This design comes from an exercise in tuning for small area on the open sky130 flow, not from production work. The RTL was checked by simulation tests, not by an equivalence proof against the original design. Power is estimated from default activity; no workload was simulated.

==> design.v <==
`timescale 1ns / 1ps
module sign_extender(
    input [11:0] writeData12,
    output [31:0] writeData32
    );
assign writeData32 = {
writeData12[11],
writeData12[11],
writeData12[11],
writeData12[11],
writeData12[11],
writeData12[11],
writeData12[11],
writeData12[11],
writeData12[11],
writeData12[11],
writeData12[11],
writeData12[11],
writeData12[11],
writeData12[11],
writeData12[11],
writeData12[11],
writeData12[11],
writeData12[11],
writeData12[11],
writeData12[11],
writeData12};
endmodule
`timescale 1ns / 1ps
module control_unit(
input opcode_31,
input [3:0] funct_IF,
output reg RegWrite,
output reg shift_cond,
output reg [3:0]ALUOperation_control_unit,
output reg load_int_cond
);
always@(*)
begin
    RegWrite = 1;
    ALUOperation_control_unit = funct_IF;
    shift_cond = 0;
    load_int_cond = 0;
    if(funct_IF ==0 || funct_IF == 2)
    begin
        shift_cond = 1;
    end
    if(opcode_31 == 1)
    begin
        load_int_cond = 1;
    end
end
endmodule
`timescale 1ns / 1ps
module MUX(
    input [31:0] A,
    input [31:0] B,
    input S,
    output reg [31:0] Y
    );
always@(*)
if(S == 0)
begin
Y = A;
end
else
begin
Y = B;
end
endmodule
`timescale 1ns / 1ps
module register_file(
    input [4:0] rs1,
    input [4:0] rs2,
    input [4:0] rd,
    input [31:0] sign_extend,
    input load_cond,
    output [31:0] Data1,
    output [31:0] Data2,
    input [31:0] wd,
    input RegWrite,
    input clk,
    input Reset
    );
    integer i;
    reg [31:0] RegMem [31:0];
    always@(posedge clk,negedge Reset)
    begin
        if(Reset==0)
        begin
            for(i=0;i<32;i=i+1)
                RegMem[i]<=32'h0;
            RegMem[1]<=32'h2;
            RegMem[2]<=32'h3;
            RegMem[5]<=32'h0A;
            RegMem[6]<=32'h6;
            RegMem[9]<=32'h7;
            RegMem[10]<=32'h4;
        end
        else if(RegWrite)
        begin
            if(load_cond == 1)
            begin
                RegMem[rd]<=sign_extend;
            end
            else
            begin
                RegMem[rd]<=wd;
            end
        end
    end
    assign Data1=RegMem[rs1];
    assign Data2=RegMem[rs2];
endmodule
`timescale 1ns / 1ps
module ALU(
input [3:0]ALUOperation,
input [31:0]Data1_RF,
input [31:0]Data2_shift_cond_mux,
input [4:0] shamt,
output reg [31:0]ALUResult_ALU,
output reg ZeroFlag
    );
always@(*)
begin
case(ALUOperation)
4'b1000: ALUResult_ALU = Data1_RF + Data2_shift_cond_mux;
4'b1010: ALUResult_ALU = Data1_RF - Data2_shift_cond_mux;
4'b1100: ALUResult_ALU = Data1_RF & Data2_shift_cond_mux;
4'b1101: ALUResult_ALU = Data1_RF | Data2_shift_cond_mux;
4'b0000: ALUResult_ALU = Data1_RF << shamt;
4'b0010: ALUResult_ALU = Data1_RF >> shamt;
default: ALUResult_ALU = 32'h0;
endcase
end
always@(*)
begin
if(ALUResult_ALU == 0)
    ZeroFlag =1;
else
    ZeroFlag = 0;
end
endmodule
`timescale 1ns / 1ps
module Instruction_Fetch(
    input clk,
    input reset,
    output [31:0] PC_out
    );
reg [31:0]PC;
assign PC_out = PC;
always@(posedge clk, negedge reset)
begin
	if(reset == 0)
		PC <= 0;
	else
		PC <= PC+4;
end
endmodule
`timescale 1ns / 1ps
module Main_Processor(
    input clk,
    input rst,
    input [31:0] instr,
    output [31:0] pc,
    output [31:0] wb_data,
    output zero
    );
wire RegWrite;
wire [31:0]ALUResult;
wire [3:0]ALUOperation; 
wire [31:0]Data1;
wire [31:0]Data2;
wire ZeroFlag;
wire [31:0]instruction_code;
wire [31:0]sign_extended_value;
wire shift_cond;
wire load_int_cond;
wire [31:0]wd_final;
Instruction_Fetch fetch(clk, rst, pc);
assign instruction_code = instr;
sign_extender sgn_extd(instruction_code[20:0], sign_extended_value);
wire funct_1=instruction_code[5];
wire [2:0]funct_2_0=instruction_code[2:0];
wire [3:0] cntrl_input_funct = {funct_1,funct_2_0};
control_unit cntrl_unit(instruction_code[31],cntrl_input_funct , RegWrite,shift_cond, ALUOperation,load_int_cond);
MUX load_mux(ALUResult,sign_extended_value,load_int_cond,wd_final);
register_file reg_file(
instruction_code[20:16],
instruction_code[15:11],
instruction_code[25:21],
sign_extended_value,
load_int_cond,
Data1,Data2,wd_final,RegWrite,clk,rst
);
ALU alu(ALUOperation, Data1, Data2, instruction_code[10:6],ALUResult, ZeroFlag);
assign wb_data = wd_final;
assign zero = ZeroFlag;
endmodule
==> run.sh <==
#!/bin/bash
# synth_recipe.tcl (not shown) runs the flow's synth.tcl, then flattens the netlist and writes it again
# the make line also repeats each setting of config.mk as NAME=value (left out here)
make -C /OpenROAD-flow-scripts/flow DESIGN_CONFIG=/design/flow/config.mk WORK_HOME=/design/flow/orfs CLKGATE_MAP_FILE= SYNTH_SCRIPT=/design/flow/synth_recipe.tcl finish
==> config.mk <==
export PLATFORM = sky130hd
export DESIGN_NAME = Main_Processor
export DESIGN_NICKNAME = Main_Processor
export VERILOG_FILES = /design/flow/design.v
export SDC_FILE = /design/flow/constraint.sdc
export NUM_CORES = 4
export LEC_CHECK = 0
export CAP_MARGIN = 20
export CORE_MARGIN = 2
export CORE_UTILIZATION = 30
export SLEW_MARGIN = 20
==> constraint.sdc <==
create_clock -name core_clock -period 13.0 [get_ports {clk}]
set_input_delay 2.6000 -clock core_clock [delete_from_list [all_inputs] [get_ports {clk}]]
set_output_delay 2.6000 -clock core_clock [all_outputs]
set_load 0.01 [all_outputs]
==> results.txt <==
Clock Sinks 1054; Hold Startpoint fetch.PC[31]$_DFF_PN0_; kind of critical path primary input to primary output; Pint 7.27 mW; die area 209000 um^2; post-route ant nets 0; post-synthesis cell count 7103; sw frac between 30% and 40%; EDFF count, synth 0; CTS tree yes; yosys warns 7; Worst Path Required around 10000 ps; synthesized area per cell between 8 and 9 um^2; wire per inst 37.4 um; First-pass DRT Iterations 9; Final Hold Fails 0; via count 67400; worst slew pin tran 1310 ps; Reg-to-Reg Start reg_file.RegMem[6][0]$_DFFE_PN0N_; Critical Path Fanout Max 24; Top cell by count, worst path buf_4; GR Util met3 14.4%; maximum root-to-sink buffer count 3; Design Power 11.6 mW; GRT Util Overall 34.9%; Root Buffer clkbuf_16; core area between 200000 and 250000 um^2; Synth-to-Final Area Change 20.0%; Post-synth ARST share between 90% and 100%; Clock Pin Slew Worst Setup and Hold Paths 50 ps; Slowest cell on crit path nor3_4; Final nets between 7000 and 8000; Routed WL 379 mm; Site Rows 166; worst rel slew slack 12.8%; first-pass GRT wire length 518 mm; met2 Use GR 47.9%; share of layout cells above drive strength 1 18.4%; LEAKAGE ~34 nW; fmax between 70 and 80 MHz; Max Clock Skew 70.6 ps; commonest cells after routing, fill and taps aside 1075 x nand2_1, 1043 x dfrtp_1, 878 x o21ai_0; total grt overflow 0; Post-synth top flop dfrtp_1; Finish-stage setup viols 0; layer with the highest usage met2; pin count of the biggest net entering global routing about 170; Seq/Total Area, Yosys between 40% and 50%; CTS H-Tree Depth 3; critical path startpoint category primary input; Distinct cells, synth about 120; Die Wd 457 um; Via density roughly 6.6; Critical Path Start instr[12]; half-perimeter wire length after placement 259 mm; met1 Track Usage GR 43.8%; element type at the critical path end primary output; initial antenna violation count 23; IO Count between 90 and 100; Bufs and invs on worst path 10; max-cap violations 0; delay-heaviest family, CP compound AO/OA/AOI/OAI gates; vias in the first global route 62700; placed cells roughly 9900; FILL cells 21100; Die H ~460 um; worst skew pair latency 810 ps; peak supply drop around 0.00012 V; Final Cycle Share 98.3%; Comb pwr share between 20% and 30%; final non-filler cell total 10100; Routability Congestion 1.04; Hold WS about 470 ps; Final min period 12780 ps; commonest non-fill, non-tap cell in the layout nand2_1; Crit path largest cell delay 810 ps; Synth Register Bits between 1000 and 1500; Port Buffers between 90 and 100; arrival time worst endpoint roughly 10000 ps; drt drc 0; post-synthesis cell area around 62000 um^2; max-slew violation count 0; clock network power share between 30% and 40%; total CTS buffers 116; class of the worst hold path flip-flop to flip-flop; DR iter-0 viols 12300; Reg power frac 41.4%; Pwr Density between 150 and 200 nW/um^2; Initial Utilization about 30%; Sw Pwr between 4 and 5 mW; status no timing/DRC/antenna violations
==> cell type report <==
class	count	area [um^2]	share of cell area [%]
multi-input cells	5266	32800	44.4
repair buffers	823	7020	9.49
clock inverters	48	733	0.990
clock buffers	164	3360	4.54
flip-flops and latches	1054	26400	35.6
inverters	69	259	0.350
well taps	2688	3360	4.54
diodes	26	65.1	0.0879
==> metal layers <==
layer  share of wire [%]  wire length [um]
met5               0.049               184
met4                 8.8             33300
met3                  15             57700
met2                  39            149000
met1                  37            139000
==> power groups by stage <==
stage	sequential (mW)	clock [mW]	combinational [mW]
after global placement	4.75	0	2.96
after floorplan	4.45	0	1.64
final	4.78	3.61	3.15
after detailed placement	4.77	0	3.01
after CTS	4.71	3.62	3.02
after global routing	4.82	3.76	3.34
==> repair_timing <==
action	4_1_cts	5_1_grt
endpoints found under the hold margin	0	0
pin swaps	0	5
setup endpoints to repair	1	7
buffers inserted	0	3
resized for setup	5	36
hold buffers	0	0
==> sequential cells by signal, indices dropped and copies added (netlist names) <==
signal / cells
reg_file.RegMem: 1024
fetch.PC: 30
==> final timing paths <==
path | to | slack (ps) | cells past startpoint
worst max-delay path | zero | 220 | 32
worst min-delay path | fetch.PC[31]$_DFF_PN0_ | 470 | 1
worst max register to register | reg_file.RegMem[20][24]$_DFFE_PN0N_ | 5730 | 28
worst min register to register | fetch.PC[31]$_DFF_PN0_ | 470 | 1
max in group asynchronous | reg_file.RegMem[3][29]$_DFFE_PN0N_ | 8400 | 4
min in group asynchronous | reg_file.RegMem[31][5]$_DFFE_PN0N_ | 1800 | 1
==> metrics by stage <==
| stage | instance area [um^2] | setup slack [ps] | utilization (%) | setup TNS [ps] |
|---|---|---|---|---|
| after detailed placement | 69700 | -145 | 34.1 | -145 |
| final | 74000 | 218 | 36.2 | 0 |
| after global placement | 69500 | -663 | 34.0 | -2040 |
| after CTS | 73800 | 8.61 | 36.1 | 0 |
| after global routing | 74000 | -10.0 | 36.2 | -10.0 |
| after floorplan | 61700 | 1880 | - | 0 |
==> synth_stat cells, types with 23 or more instances <==
library cell  instances  area [um^2]
xnor2_1              55          482
inv_1                54          203
a22o_1               42          368
dfrtp_1            1043        26100
a21o_1               27          203
a31oi_1              25          156
nand4_1             195         1220
nand3b_1             30          225
a21oi_1             116          581
nand2b_1             23          144
nor3_1               44          220
a211oi_1             41          308
nor4_1               47          294
mux2_2              140         1580
a22oi_1             303         2270
o211ai_1             26          195
mux4_2               24          541
nor2_1              226          848
o31ai_1              40          300
and3_1              544         3400
buf_6                25          282
clkbuf_1            521         1960
a221oi_1             78          683
o22ai_1              25          156
ha_1                 35          438
mux2i_1              58          581
buf_1                24         90.1
a2111oi_0           143         1250
xor2_1               23          201
o21ai_1              46          230
o21ai_0             882         4410
buf_2               119          596
nand3_1             452         2260
nand2_1            1108         4160
==> cell families after synthesis <==
| family | synth area share (%) |
|---|---|
| AND/OR/NAND/NOR | 23.3 |
| flip-flops | 42.8 |
| XOR/XNOR | 1.11 |
| buffers and inverters | 5.46 |
| multiplexers | 4.43 |
| AO/OA/AOI/OAI | 21.8 |
| other | 0.00608 |
| adder cells (fa/ha/maj) | 1.12 |

-- port drivers added, routing unchanged --
The results above use ideal ports. As a check the final layout listed here was re-extracted and re-timed, cells and wires unchanged.
Step 1 (the two cells are an assumption about what drives the block):
set clk [get_ports {clk}]
set_driving_cell -lib_cell sky130_fd_sc_hd__clkbuf_16 $clk
set_driving_cell -lib_cell sky130_fd_sc_hd__buf_2 [delete_from_list [all_inputs] $clk]
Step 2, shift: input delay + t, output delay - t, t = (earliest + latest rising clock arrival at the registers) / 2. This alone moves slack from input paths to output paths.
a / b / c = ideal / step 1 / step 2; a / b = the first two.
shift t [ns]: 0.849
setup WS [ns]: 0.218 / 0.199 / 0.199
hold slack, ns: 0.471 / 0.471 / 0.471
worst setup path at the end: input to output
slew at the worst register clock pin (ns): 0.07 / 0.07
After both steps this run still meets setup and hold. The setup slack of this run moves by -0.019 ns with the drivers and by -0.019 ns with both steps.
